From an optimization exercise on the open Yosys and OpenROAD flow, aimed at small area; shortcuts taken in it are not production practice.
Only simulation tests tie the RTL to the original design; equivalence was not proved.
The flow treats the clock pin as an ideal source. Dropping or thinning the clock tree relies on that and would not hold on a real chip.

==> run a: inputs <==
## TOP_Digital_Clock
module TOP_Digital_Clock(
    input fpga_clk,
    input rstn,
    output wire [7:0] digit,
    output wire [6:0] seg
);
wire sec_tick;
wire scan_tick;
digital_clock_clk_gen inst_clk_gen(
    .fpga_clk(fpga_clk),
    .rstn(rstn),
    .sec_tick(sec_tick),
    .scan_tick(scan_tick)
);
Digital_Clock inst_Digital_Clock(
    .clk(fpga_clk),
    .rstn(rstn),
    .sec_tick(sec_tick),
    .scan_tick(scan_tick),
    .digit(digit),
    .seg(seg)
);
endmodule
==> flow/config.mk <==
export PLATFORM = sky130hd
export DESIGN_NAME = TOP_Digital_Clock
export DESIGN_NICKNAME = TOP_Digital_Clock
export VERILOG_FILES = /design/flow/design.v
export SDC_FILE = /design/flow/constraint.sdc
export NUM_CORES = 4
export LEC_CHECK = 0
export CAP_MARGIN = 20
export CORE_MARGIN = 2
export CORE_UTILIZATION = 40
export GPL_TIMING_DRIVEN = 0
export SLEW_MARGIN = 20
==> flow/constraint.sdc <==
create_clock -name core_clock -period 10.0 [get_ports {fpga_clk}]
set_input_delay 2.0000 -clock core_clock [delete_from_list [all_inputs] [get_ports {fpga_clk}]]
set_output_delay 2.0000 -clock core_clock [all_outputs]
set_load 0.01 [all_outputs]
standard.sh (not shown) runs the stock make flow with config.mk's settings and CLKGATE_MAP_FILE= SYNTH_SCRIPT=/design/flow/synth_recipe.tcl, a recipe that flattens the netlist after the stock synthesis.
==> flow/flow/run.sh <==
#!/bin/bash
# Own layout flow: the standard synthesis; its combinational logic re-mapped
# for area, or an own synthesis with the standard registers (names, cells),
# whichever is smaller; then the standard ORFS flow from floorplan to finish
# with small port buffers and the clock through a single buf_12.
set -euo pipefail
W=$(pwd)
F=$W/flow
R=$W/orfs/results/sky130hd/TOP_Digital_Clock/base
LIB=$FLOW_HOME/platforms/sky130hd/lib/sky130_fd_sc_hd__tt_025C_1v80.lib
YOSYS=$(command -v yosys || echo $FLOW_HOME/../tools/install/yosys/bin/yosys)

bash standard.sh synth > std_synth.log 2>&1
cp $R/1_2_yosys.v $W/std_netlist.v

# candidates: (a) the standard netlist with its combinational logic re-mapped,
# (b) an own synthesis of the design whose registers are then given the
# standard synthesis's names and cell types. The smallest is laid out.
best=""; bestarea=""
consider() {  # consider NAME LOG NETLIST
  local a
  a=$(grep "Chip area for module" $2 | tail -1 | awk '{print $NF}')
  if [[ -n "$a" ]] && { [[ -z "$bestarea" ]] || python3 -c "import sys; sys.exit(0 if $a < $bestarea else 1)"; }; then
    best=$3; bestarea=$a
  fi
  echo "$1: ${a:-failed}" >> $W/reopt_choice.txt
}
: > $W/reopt_choice.txt
for s in $F/abc*.abc; do
  n=$(basename $s .abc)
  sed -e "s#@LIB@#$LIB#g" -e "s#@IN@#$W/std_netlist.v#" -e "s#@OUT@#$W/reopt_$n.v#" \
      -e "s#@ABC@#$s#" -e "s#@TOP@#$FLOW_TOP#" $F/reopt.ys.in > $W/reopt_$n.ys
  if $YOSYS -l $W/reopt_$n.log -q $W/reopt_$n.ys > /dev/null 2>&1; then
    consider reopt_$n $W/reopt_$n.log $W/reopt_$n.v
  fi
  sed -e "s#@LIB@#$LIB#g" -e "s#@DESIGN@#$FLOW_DESIGN#" -e "s#@OUT@#$W/own_$n.raw.v#" \
      -e "s#@ABC@#$s#" -e "s#@TOP@#$FLOW_TOP#" $F/synth_own.ys.in > $W/own_$n.ys
  if $YOSYS -l $W/own_$n.log -q $W/own_$n.ys > /dev/null 2>&1 && \
     python3 $F/match_regs.py $W/std_netlist.v $W/own_$n.raw.v $W/own_$n.v > $W/own_$n.match.log 2>&1; then
    consider own_$n $W/own_$n.log $W/own_$n.v
  fi
done
echo "chosen: $best ($bestarea um2)" | tee -a $W/reopt_choice.txt
if [[ -n "$best" ]]; then
  cp $best $R/1_2_yosys.v
  touch $R/1_2_yosys.v
  rm -f $R/1_synth.odb $R/1_synth.sdc
fi

export BUFFER_PORTS_ARGS="-buffer_cell sky130_fd_sc_hd__buf_1"
export CTS_ARGS="-sink_clustering_enable -repair_clock_nets -dont_use_dummy_load -buf_list sky130_fd_sc_hd__clkbuf_4 -root_buf sky130_fd_sc_hd__clkbuf_4"
export POST_CTS_TCL=$F/post_cts.tcl
export MY_CLK_NBUF=${MY_CLK_NBUF:-1} MY_CLK_BUF=${MY_CLK_BUF:-sky130_fd_sc_hd__buf_12}
bash standard.sh finish > std_finish.log 2>&1
==> flow/flow/abc_x10.abc <==
strash
dc2
dch
amap
==> flow/flow/abc_x13.abc <==
strash
drw
drf
dc2
dch -f
amap
==> flow/flow/abc_x4.abc <==
strash
dc2
dch -f
amap -m
==> flow/flow/post_cts.tcl <==
# Replace the clock tree that CTS built by NBUF buffers (one buf_12
# by default), each driving a cluster of nearby flip-flops; the clock port
# drives the buffers directly.
set nbuf [expr {[info exists ::env(MY_CLK_NBUF)] ? $::env(MY_CLK_NBUF) : 1}]
set bufm [expr {[info exists ::env(MY_CLK_BUF)] ? $::env(MY_CLK_BUF) : "sky130_fd_sc_hd__buf_12"}]
set block [ord::get_db_block]
set port_net [[$block findBTerm fpga_clk] getNet]
# collect sinks (register clock pins) reachable through the CTS tree
set ::pc_sinks {}
set ::pc_old_insts {}
set ::pc_old_nets {}
proc walk {net} {
  upvar #0 pc_sinks sinks pc_old_insts old_insts pc_old_nets old_nets
  foreach it [$net getITerms] {
    if {[$it getIoType] ne "INPUT"} { continue }
    set inst [$it getInst]
    set m [[$inst getMaster] getName]
    if {[string match "*clkbuf*" $m] || [string match "*clkinv*" $m] || [string match "clkload*" [$inst getName]]} {
      lappend old_insts $inst
      foreach o [$inst getITerms] {
        if {[$o getIoType] eq "OUTPUT" && [$o getNet] ne "NULL"} { lappend old_nets [$o getNet]; walk [$o getNet] }
      }
    } else {
      lappend sinks $it
    }
  }
}
walk $port_net
set sinks $::pc_sinks
set old_insts $::pc_old_insts
set old_nets $::pc_old_nets
puts "post_cts: [llength $sinks] sinks, [llength $old_insts] old clock cells"
# disconnect sinks and remove the old tree
foreach s $sinks { $s disconnect }
foreach inst $old_insts { odb::dbInst_destroy $inst }
foreach n $old_nets { if {[llength [$n getITerms]] == 0} { odb::dbNet_destroy $n } }
# k-means clustering of sink locations
set pts {}
foreach s $sinks { set b [[$s getInst] getBBox]; lappend pts [list [expr {([$b xMin]+[$b xMax])/2}] [expr {([$b yMin]+[$b yMax])/2}]] }
set n [llength $pts]
set sorted [lsort -integer -index 0 [lmap p $pts {lindex $p 0}]]
set cent {}
for {set k 0} {$k < $nbuf} {incr k} {
  set p [lindex [lsort -integer -index 0 $pts] [expr {int(($k + 0.5) * $n / $nbuf)}]]
  lappend cent $p
}
for {set iter 0} {$iter < 30} {incr iter} {
  set assign {}
  foreach p $pts {
    set best 0; set bd 1e18
    for {set k 0} {$k < $nbuf} {incr k} {
      set c [lindex $cent $k]
      set d [expr {pow([lindex $p 0]-[lindex $c 0],2)+pow([lindex $p 1]-[lindex $c 1],2)}]
      if {$d < $bd} { set bd $d; set best $k }
    }
    lappend assign $best
  }
  set newcent {}
  for {set k 0} {$k < $nbuf} {incr k} {
    set sx 0; set sy 0; set c 0
    foreach p $pts a $assign { if {$a == $k} { set sx [expr {$sx+[lindex $p 0]}]; set sy [expr {$sy+[lindex $p 1]}]; incr c } }
    if {$c > 0} { lappend newcent [list [expr {int($sx/$c)}] [expr {int($sy/$c)}]] } else { lappend newcent [lindex $cent $k] }
  }
  set cent $newcent
}
set master [[ord::get_db] findMaster $bufm]
for {set k 0} {$k < $nbuf} {incr k} {
  set net [odb::dbNet_create $block "clknet_my_$k"]
  $net setSigType CLOCK
  set inst [odb::dbInst_create $block $master "clkbuf_my_$k"]
  set c [lindex $cent $k]
  $inst setLocation [expr {[lindex $c 0] - [$master getWidth]/2}] [expr {[lindex $c 1]}]
  $inst setPlacementStatus PLACED
  [$inst findITerm A] connect $port_net
  [$inst findITerm X] connect $net
  set cnt 0
  foreach s $sinks a $assign { if {$a == $k} { $s connect $net; incr cnt } }
  puts "post_cts: clkbuf_my_$k drives $cnt sinks"
}
detailed_placement
check_placement -verbose
estimate_parasitics -placement
report_clock_skew
Other scripts of this flow, unchanged in this note and not shown: flow/flow/abc1.abc, flow/flow/abc2.abc, flow/flow/abc3.abc, flow/flow/match_regs.py, flow/flow/reopt.ys.in, flow/flow/synth_own.ys.in
==> run b (differences from run a) <==
--- a/flow/design.v
+++ b/flow/design.v
@@ -4,25 +4,25 @@
     input rstn,
     output sec_tick,
     output scan_tick
     );
 reg  [5:0] c_q;
-wire [5:0] c = c_q ^ 6'd30;
+wire [5:0] c = c_q;
 wire c_n0 = (~c[4] & ~c[5]) | (c[3] & ~c[5]) | (c[0] & ~c[3] & c[4] & c[5]) | (~c[0] & ~c[1] & ~c[3] & c[5]) | (c[1] & ~c[2] & ~c[5]);
 wire c_n1 = (c[0]);
 wire c_n2 = (c[1]);
 wire c_n3 = (c[2]);
 wire c_n4 = (c[3]);
 wire c_n5 = (c[4]);
-assign scan_tick = (~c[0] & ~c[1] & ~c[3] & c[5]) | (~c[1] & ~c[3] & c[4] & c[5]);    
-assign sec_tick = (c[1] & c[2] & ~c[3] & c[4] & ~c[5]);    
+assign scan_tick = (c[1] & c[3] & ~c[4] & ~c[5]) | (c[1] & ~c[2] & c[3] & ~c[5]);    
+assign sec_tick = (~c[0] & c[1] & ~c[2] & c[3] & c[4]);    
 always @(posedge fpga_clk, negedge rstn) begin
     if (!rstn) begin
-        c_q <= 6'd48;
+        c_q <= 6'd52;
     end
     else begin
-        c_q <= {c_n5, c_n4, c_n3, c_n2, c_n1, c_n0} ^ 6'd30;
+        c_q <= {c_n5, c_n4, c_n3, c_n2, c_n1, c_n0} ^ 6'd0;
     end
 end
 endmodule
 `timescale 1ns / 1ps
 module Digital_Clock(
@@ -36,17 +36,17 @@
 reg  [3:0] so_q;
 wire [3:0] so = so_q ^ 4'd3;
 reg  [2:0] st_q;
 wire [2:0] st = st_q ^ 3'd3;
 reg  [3:0] mo_q;
-wire [3:0] mo = mo_q ^ 4'd10;
+wire [3:0] mo = mo_q ^ 4'd11;
 reg  [2:0] mt_q;
-wire [2:0] mt = mt_q ^ 3'd2;
+wire [2:0] mt = mt_q ^ 3'd5;
 reg  [4:0] hr_q;
-wire [4:0] hr = hr_q ^ 5'd31;
+wire [4:0] hr = hr_q ^ 5'd15;
 reg  [2:0] pos_q;
-wire [2:0] pos = pos_q ^ 3'd4;
+wire [2:0] pos = pos_q ^ 3'd3;
 wire so_n0 = (~so[0]);
 wire so_n1 = (so[0] & ~so[1] & ~so[3]) | (~so[0] & so[1]);
 wire so_n2 = (so[0] & so[1] & ~so[2]) | (~so[1] & so[2]) | (~so[0] & so[2]);
 wire so_n3 = (~so[0] & so[3]) | (so[0] & so[1] & so[2]);
 wire so_last = (so[0] & so[3]);
@@ -68,14 +68,14 @@
 wire mt_last = (mt[0] & mt[2]);
 wire t5 = t4 & mt_last;
 wire hr_n0 = (~hr[0]);
 wire hr_n1 = (hr[0] & ~hr[1] & ~hr[3]) | (~hr[0] & hr[1]) | (hr[0] & ~hr[1] & hr[2]);
 wire hr_n2 = (hr[0] & hr[1] & ~hr[2]) | (~hr[1] & hr[2]) | (~hr[0] & hr[2]) | (hr[0] & hr[3] & hr[4]);
-wire hr_n3 = (hr[0] & hr[1] & hr[2] & ~hr[3]) | (~hr[0] & hr[3]) | (hr[3] & hr[4]);
-wire hr_n4 = (~hr[3] & hr[4]) | (~hr[0] & hr[4]) | (hr[0] & ~hr[2] & hr[3]);
+wire hr_n3 = (hr[0] & hr[1] & hr[2] & ~hr[3]) | (~hr[0] & hr[3]) | (~hr[1] & hr[2] & hr[3]) | (hr[3] & hr[4]);
+wire hr_n4 = (hr[0] & ~hr[2] & hr[3] & ~hr[4]) | (~hr[3] & hr[4]) | (~hr[0] & hr[4]);
 wire h6d0 = (hr[0]);
-wire h7d0 = (~hr[3] & hr[4]) | (~hr[2] & hr[4]);
+wire h7d0 = (hr[4]);
 wire h6d1 = (hr[1]);
 wire h7d1 = (hr[2] & hr[3]);
 wire h6d2 = (hr[2] & ~hr[3]);
 wire h6d3 = (~hr[2] & hr[3]);
 wire pos_n0 = (~pos[0]);
@@ -103,22 +103,22 @@
 assign seg[6] = (val0 & ~val1 & ~val2 & ~val3) | (~val0 & ~val1 & val2);
 always @(posedge clk, negedge rstn) begin
     if (!rstn) begin
         so_q <= 4'd3;
         st_q <= 3'd3;
-        mo_q <= 4'd10;
-        mt_q <= 3'd2;
-        hr_q <= 5'd31;
-        pos_q <= 3'd0;
+        mo_q <= 4'd11;
+        mt_q <= 3'd5;
+        hr_q <= 5'd15;
+        pos_q <= 3'd7;
     end
     else begin
         if (sec_tick) so_q <= {so_n3, so_n2, so_n1, so_n0} ^ 4'd3;
         if (t2) st_q <= {st_n2, st_n1, st_n0} ^ 3'd3;
-        if (t3) mo_q <= {mo_n3, mo_n2, mo_n1, mo_n0} ^ 4'd10;
-        if (t4) mt_q <= {mt_n2, mt_n1, mt_n0} ^ 3'd2;
-        if (t5) hr_q <= {hr_n4, hr_n3, hr_n2, hr_n1, hr_n0} ^ 5'd31;
-        if (scan_tick) pos_q <= {pos_n2, pos_n1, pos_n0} ^ 3'd4;
+        if (t3) mo_q <= {mo_n3, mo_n2, mo_n1, mo_n0} ^ 4'd11;
+        if (t4) mt_q <= {mt_n2, mt_n1, mt_n0} ^ 3'd5;
+        if (t5) hr_q <= {hr_n4, hr_n3, hr_n2, hr_n1, hr_n0} ^ 5'd15;
+        if (scan_tick) pos_q <= {pos_n2, pos_n1, pos_n0} ^ 3'd3;
     end
 end
 endmodule
 `timescale 1ns / 1ps
 module TOP_Digital_Clock(
--- a/flow/flow/run.sh
+++ b/flow/flow/run.sh
@@ -1,10 +1,10 @@
 #!/bin/bash
 # Own layout flow: the standard synthesis; its combinational logic re-mapped
 # for area, or an own synthesis with the standard registers (names, cells),
 # whichever is smaller; then the standard ORFS flow from floorplan to finish
-# with small port buffers and the clock through a single buf_12.
+# with small port buffers and the clock through a single clkbuf_16.
 set -euo pipefail
 W=$(pwd)
 F=$W/flow
 R=$W/orfs/results/sky130hd/TOP_Digital_Clock/base
 LIB=$FLOW_HOME/platforms/sky130hd/lib/sky130_fd_sc_hd__tt_025C_1v80.lib
@@ -48,7 +48,7 @@
 fi
 
 export BUFFER_PORTS_ARGS="-buffer_cell sky130_fd_sc_hd__buf_1"
 export CTS_ARGS="-sink_clustering_enable -repair_clock_nets -dont_use_dummy_load -buf_list sky130_fd_sc_hd__clkbuf_4 -root_buf sky130_fd_sc_hd__clkbuf_4"
 export POST_CTS_TCL=$F/post_cts.tcl
-export MY_CLK_NBUF=${MY_CLK_NBUF:-1} MY_CLK_BUF=${MY_CLK_BUF:-sky130_fd_sc_hd__buf_12}
+export MY_CLK_NBUF=${MY_CLK_NBUF:-1} MY_CLK_BUF=${MY_CLK_BUF:-sky130_fd_sc_hd__clkbuf_16}
 bash standard.sh finish > std_finish.log 2>&1
--- a/flow/flow/post_cts.tcl
+++ b/flow/flow/post_cts.tcl
@@ -1,10 +1,10 @@
-# Replace the clock tree that CTS built by NBUF buffers (one buf_12
+# Replace the clock tree that CTS built by NBUF clock buffers (one clkbuf_16
 # by default), each driving a cluster of nearby flip-flops; the clock port
 # drives the buffers directly.
 set nbuf [expr {[info exists ::env(MY_CLK_NBUF)] ? $::env(MY_CLK_NBUF) : 1}]
-set bufm [expr {[info exists ::env(MY_CLK_BUF)] ? $::env(MY_CLK_BUF) : "sky130_fd_sc_hd__buf_12"}]
+set bufm [expr {[info exists ::env(MY_CLK_BUF)] ? $::env(MY_CLK_BUF) : "sky130_fd_sc_hd__clkbuf_16"}]
 set block [ord::get_db_block]
 set port_net [[$block findBTerm fpga_clk] getNet]
 # collect sinks (register clock pins) reachable through the CTS tree
 set ::pc_sinks {}
 set ::pc_old_insts {}
==> run c (differences from run a) <==
==> flow/design.v (replaced) <==
`timescale 1ns / 1ps
module digital_clock_clk_gen(
    input fpga_clk,
    input rstn,
    output sec_tick,
    output scan_tick
    );
reg  [3:0] c_q;
wire [3:0] c = c_q;
reg  [2:0] tenth_q;
wire [2:0] tenth = tenth_q ^ 3'd1;
wire c_n0 = (c[0] & ~c[3]) | (c[0] & ~c[1]) | (~c[0] & c[1] & c[3]) | (~c[0] & ~c[2]);
wire c_n1 = (c[0]);
wire c_n2 = (c[1]);
wire c_n3 = (c[2]);
wire c_last = (~c[0] & ~c[2]);    
assign scan_tick = (~c[0] & c[1] & c[3]);    
wire tenth_n0 = (~tenth[0] & ~tenth[2]);
wire tenth_n1 = (~tenth[0]) | (tenth[2]);
wire tenth_n2 = (~tenth[1]) | (tenth[0] & tenth[2]);
assign sec_tick = c_last & ((tenth[0] & ~tenth[2]));
always @(posedge fpga_clk, negedge rstn) begin
    if (!rstn) begin
        c_q <= 4'd1;
        tenth_q <= 3'd1;
    end
    else begin
        c_q <= {c_n3, c_n2, c_n1, c_n0} ^ 4'd0;
        if (c_last) tenth_q <= {tenth_n2, tenth_n1, tenth_n0} ^ 3'd1;
    end
end
endmodule
`timescale 1ns / 1ps
module Digital_Clock(
    input clk,
    input rstn,
    input sec_tick,
    input scan_tick,
    output wire [7:0] digit,
    output wire [6:0] seg
    );
reg  [3:0] so_q;
wire [3:0] so = so_q ^ 4'd10;
reg  [2:0] st_q;
wire [2:0] st = st_q ^ 3'd7;
reg  [3:0] mo_q;
wire [3:0] mo = mo_q ^ 4'd11;
reg  [2:0] mt_q;
wire [2:0] mt = mt_q ^ 3'd3;
reg  [4:0] hr_q;
wire [4:0] hr = hr_q ^ 5'd3;
reg  [2:0] pos_q;
wire [2:0] pos = pos_q ^ 3'd4;
wire so_n0 = (~so[0]);
wire so_n1 = (so[0] & ~so[1] & ~so[3]) | (~so[0] & so[1]);
wire so_n2 = (so[0] & so[1] & ~so[2]) | (~so[1] & so[2]) | (~so[0] & so[2]);
wire so_n3 = (~so[0] & so[3]) | (so[0] & so[1] & so[2]);
wire so_last = (so[0] & so[3]);
wire t2 = sec_tick & so_last;
wire st_n0 = (~st[0]);
wire st_n1 = (st[0] & ~st[1] & ~st[2]) | (~st[0] & st[1]);
wire st_n2 = (st[0] & st[1]) | (~st[0] & st[2]);
wire st_last = (st[0] & st[2]);
wire t3 = t2 & st_last;
wire mo_n0 = (~mo[0]);
wire mo_n1 = (mo[0] & ~mo[1] & ~mo[3]) | (~mo[0] & mo[1]);
wire mo_n2 = (mo[0] & mo[1] & ~mo[2]) | (~mo[1] & mo[2]) | (~mo[0] & mo[2]);
wire mo_n3 = (~mo[0] & mo[3]) | (mo[0] & mo[1] & mo[2]);
wire mo_last = (mo[0] & mo[3]);
wire t4 = t3 & mo_last;
wire mt_n0 = (~mt[0]);
wire mt_n1 = (mt[0] & ~mt[1] & ~mt[2]) | (~mt[0] & mt[1]);
wire mt_n2 = (mt[0] & mt[1]) | (~mt[0] & mt[2]);
wire mt_last = (mt[0] & mt[2]);
wire t5 = t4 & mt_last;
wire hr_n0 = (~hr[0]);
wire hr_n1 = (hr[0] & ~hr[1] & ~hr[3]) | (~hr[0] & hr[1]) | (hr[0] & ~hr[1] & hr[2]);
wire hr_n2 = (hr[0] & hr[1] & ~hr[2]) | (~hr[1] & hr[2]) | (~hr[0] & hr[2]) | (hr[0] & hr[3] & hr[4]);
wire hr_n3 = (hr[0] & hr[1] & hr[2] & ~hr[3]) | (~hr[0] & hr[3]) | (~hr[1] & hr[2] & hr[3]) | (hr[3] & hr[4]);
wire hr_n4 = (hr[0] & ~hr[2] & hr[3] & ~hr[4]) | (~hr[3] & hr[4]) | (~hr[0] & hr[4]);
wire h6d0 = (hr[0]);
wire h7d0 = (hr[4]);
wire h6d1 = (hr[1]);
wire h7d1 = (hr[2] & hr[3]);
wire h6d2 = (hr[2] & ~hr[3]);
wire h6d3 = (~hr[2] & hr[3]);
wire pos_n0 = (~pos[0]);
wire pos_n1 = (~pos[0] & ~pos[1] & ~pos[2]) | (pos[0] & pos[2]) | (pos[1] & pos[2]);
wire pos_n2 = (~pos[1]);
wire sel0 = (~pos[0] & ~pos[1] & pos[2]);
wire sel1 = (pos[0] & ~pos[1] & pos[2]);
wire sel2 = (~pos[0] & pos[1] & pos[2]);
wire sel3 = (pos[0] & pos[1] & ~pos[2]);
wire sel4 = (~pos[0] & ~pos[1] & ~pos[2]);
wire sel5 = (pos[0] & pos[1] & pos[2]);
wire sel6 = (~pos[0] & pos[1] & ~pos[2]);
wire sel7 = (pos[0] & ~pos[1] & ~pos[2]);
assign digit = ~{sel7, sel6, sel5, sel4, sel3, sel2, sel1, sel0};
wire val0 = (sel0 & so[0]) | (sel1 & st[0]) | (sel3 & mo[0]) | (sel4 & mt[0]) | (sel6 & h6d0) | (sel7 & h7d0);
wire val1 = (sel0 & so[1]) | (sel1 & st[1]) | sel2 | (sel3 & mo[1]) | (sel4 & mt[1]) | sel5 | (sel6 & h6d1) | (sel7 & h7d1);
wire val2 = (sel0 & so[2]) | (sel1 & st[2]) | (sel3 & mo[2]) | (sel4 & mt[2]) | (sel6 & h6d2);
wire val3 = (sel0 & so[3]) | sel2 | (sel3 & mo[3]) | sel5 | (sel6 & h6d3);
assign seg[0] = (~val1 & ~val2 & ~val3) | (val0 & val1 & val2);
assign seg[1] = (val0 & ~val2 & ~val3) | (val1 & ~val2) | (val0 & val1);
assign seg[2] = (val0) | (~val1 & val2) | (val1 & val3);
assign seg[3] = (val0 & ~val1 & ~val2 & ~val3) | (val1 & val3) | (~val0 & ~val1 & val2) | (val0 & val1 & val2);
assign seg[4] = (~val0 & val1 & ~val2);
assign seg[5] = (val1 & val3) | (val0 & ~val1 & val2) | (~val0 & val1 & val2);
assign seg[6] = (val0 & ~val1 & ~val2 & ~val3) | (val1 & val3) | (~val0 & ~val1 & val2);
always @(posedge clk, negedge rstn) begin
    if (!rstn) begin
        so_q <= 4'd10;
        st_q <= 3'd7;
        mo_q <= 4'd11;
        mt_q <= 3'd3;
        hr_q <= 5'd3;
        pos_q <= 3'd0;
    end
    else begin
        if (sec_tick) so_q <= {so_n3, so_n2, so_n1, so_n0} ^ 4'd10;
        if (t2) st_q <= {st_n2, st_n1, st_n0} ^ 3'd7;
        if (t3) mo_q <= {mo_n3, mo_n2, mo_n1, mo_n0} ^ 4'd11;
        if (t4) mt_q <= {mt_n2, mt_n1, mt_n0} ^ 3'd3;
        if (t5) hr_q <= {hr_n4, hr_n3, hr_n2, hr_n1, hr_n0} ^ 5'd3;
        if (scan_tick) pos_q <= {pos_n2, pos_n1, pos_n0} ^ 3'd4;
    end
end
endmodule
`timescale 1ns / 1ps
module TOP_Digital_Clock(
    input fpga_clk,
    input rstn,
    output wire [7:0] digit,
    output wire [6:0] seg
);
wire sec_tick;
wire scan_tick;
digital_clock_clk_gen inst_clk_gen(
    .fpga_clk(fpga_clk),
    .rstn(rstn),
    .sec_tick(sec_tick),
    .scan_tick(scan_tick)
);
Digital_Clock inst_Digital_Clock(
    .clk(fpga_clk),
    .rstn(rstn),
    .sec_tick(sec_tick),
    .scan_tick(scan_tick),
    .digit(digit),
    .seg(seg)
);
endmodule
--- a/flow/flow/run.sh
+++ b/flow/flow/run.sh
@@ -1,10 +1,10 @@
 #!/bin/bash
 # Own layout flow: the standard synthesis; its combinational logic re-mapped
 # for area, or an own synthesis with the standard registers (names, cells),
 # whichever is smaller; then the standard ORFS flow from floorplan to finish
-# with small port buffers and the clock through a single buf_12.
+# with small port buffers and a one-level clock tree of four buffers.
 set -euo pipefail
 W=$(pwd)
 F=$W/flow
 R=$W/orfs/results/sky130hd/TOP_Digital_Clock/base
 LIB=$FLOW_HOME/platforms/sky130hd/lib/sky130_fd_sc_hd__tt_025C_1v80.lib
@@ -48,7 +48,7 @@
 fi
 
 export BUFFER_PORTS_ARGS="-buffer_cell sky130_fd_sc_hd__buf_1"
 export CTS_ARGS="-sink_clustering_enable -repair_clock_nets -dont_use_dummy_load -buf_list sky130_fd_sc_hd__clkbuf_4 -root_buf sky130_fd_sc_hd__clkbuf_4"
 export POST_CTS_TCL=$F/post_cts.tcl
-export MY_CLK_NBUF=${MY_CLK_NBUF:-1} MY_CLK_BUF=${MY_CLK_BUF:-sky130_fd_sc_hd__buf_12}
+export MY_CLK_NBUF=${MY_CLK_NBUF:-4} MY_CLK_BUF=${MY_CLK_BUF:-sky130_fd_sc_hd__clkbuf_4}
 bash standard.sh finish > std_finish.log 2>&1
--- a/flow/flow/post_cts.tcl
+++ b/flow/flow/post_cts.tcl
@@ -1,10 +1,9 @@
-# Replace the clock tree that CTS built by NBUF buffers (one buf_12
-# by default), each driving a cluster of nearby flip-flops; the clock port
-# drives the buffers directly.
-set nbuf [expr {[info exists ::env(MY_CLK_NBUF)] ? $::env(MY_CLK_NBUF) : 1}]
-set bufm [expr {[info exists ::env(MY_CLK_BUF)] ? $::env(MY_CLK_BUF) : "sky130_fd_sc_hd__buf_12"}]
+# Replace the clock tree that CTS built by NBUF clock buffers, each driving a
+# cluster of nearby flip-flops; the clock port drives the buffers directly.
+set nbuf [expr {[info exists ::env(MY_CLK_NBUF)] ? $::env(MY_CLK_NBUF) : 3}]
+set bufm [expr {[info exists ::env(MY_CLK_BUF)] ? $::env(MY_CLK_BUF) : "sky130_fd_sc_hd__clkbuf_4"}]
 set block [ord::get_db_block]
 set port_net [[$block findBTerm fpga_clk] getNet]
 # collect sinks (register clock pins) reachable through the CTS tree
 set ::pc_sinks {}
 set ::pc_old_insts {}
- GPL_TIMING_DRIVEN: 0 -> unset
removed: flow/flow/abc_x10.abc
removed: flow/flow/abc_x13.abc
removed: flow/flow/abc_x4.abc
==> flow_metrics.tcl <==
set metrics [dict create \
    outcome "timing/DRC/antenna clean" \
    reg2reg_depth 17 \
    slowest_stage "a2111oi_1" \
    seq-cell-share_pct 50.6 \
    seqCellArea_sq_um 724 \
    clk-power_w 0.0000465 \
    place_area_sq_um 1410 \
    fin_util_pct 46.9 \
    met2_usage_pct 28.1 \
    max_freq_mhz 196 \
    hpwl_mm 2.06 \
    area_growth_pct 11.1 \
    dp.cells 201 \
    setup_slack_ns 4.89 \
]
[end of results for run b]
==> flow_metrics.tcl <==
set metrics [dict create \
    setup_slack_ns 5.16 \
    slowest_stage "nor4_1" \
    outcome "timing/DRC/antenna clean" \
    dp.cells 208 \
    seqCellArea_sq_um 743 \
    max_freq_mhz 206 \
    met2_usage_pct 28.6 \
    fin_util_pct 47.6 \
    reg2reg_depth 18 \
    area_growth_pct 11.5 \
]
[end of results for run c]
==> flow_metrics.tcl <==
set metrics [dict create \
    fin_util_pct 46.5 \
    seqCellArea_sq_um 718 \
    clk-power_w 0.0000426 \
    outcome "timing/DRC/antenna clean" \
    setup_slack_ns 5.10 \
    reg2reg_depth 16 \
    seq-cell-share_pct 50.6 \
    max_freq_mhz 204 \
]
[end of results for run a]
No run of this note takes its clock network from TritonCTS; it comes from the design's own scripts or RTL.

static timing again, ports no longer ideal:
How much do the figures lean on ideal ports? The routed layouts below were timed once more, with nothing changed but the port constraints. Step 1 (the two cells are an assumption about what drives the block):
set clk [get_ports {fpga_clk}]
set_driving_cell -lib_cell sky130_fd_sc_hd__clkbuf_16 $clk
set_driving_cell -lib_cell sky130_fd_sc_hd__buf_2 [delete_from_list [all_inputs] $clk]
Step 2 adds t to the input delays and takes it off the output delays; t is the mean of the earliest and latest rising clock arrival at the registers after step 1. Input paths then give back, and output paths get back, about the clock's delay inside the block. a / b / c = ideal / step 1 / step 2; a / b = the first two.
run	t, ns	slack for setup (ns)	worst register clock-pin slew, ns
run a	0.160	5.100 / 5.073 / 5.232	0.10 / 0.10
run b	0.190	4.888 / 4.861 / 5.050	0.10 / 0.10
run c	0.182	5.155 / 5.112 / 5.294	0.10 / 0.10
After both steps every run listed still meets setup and hold.
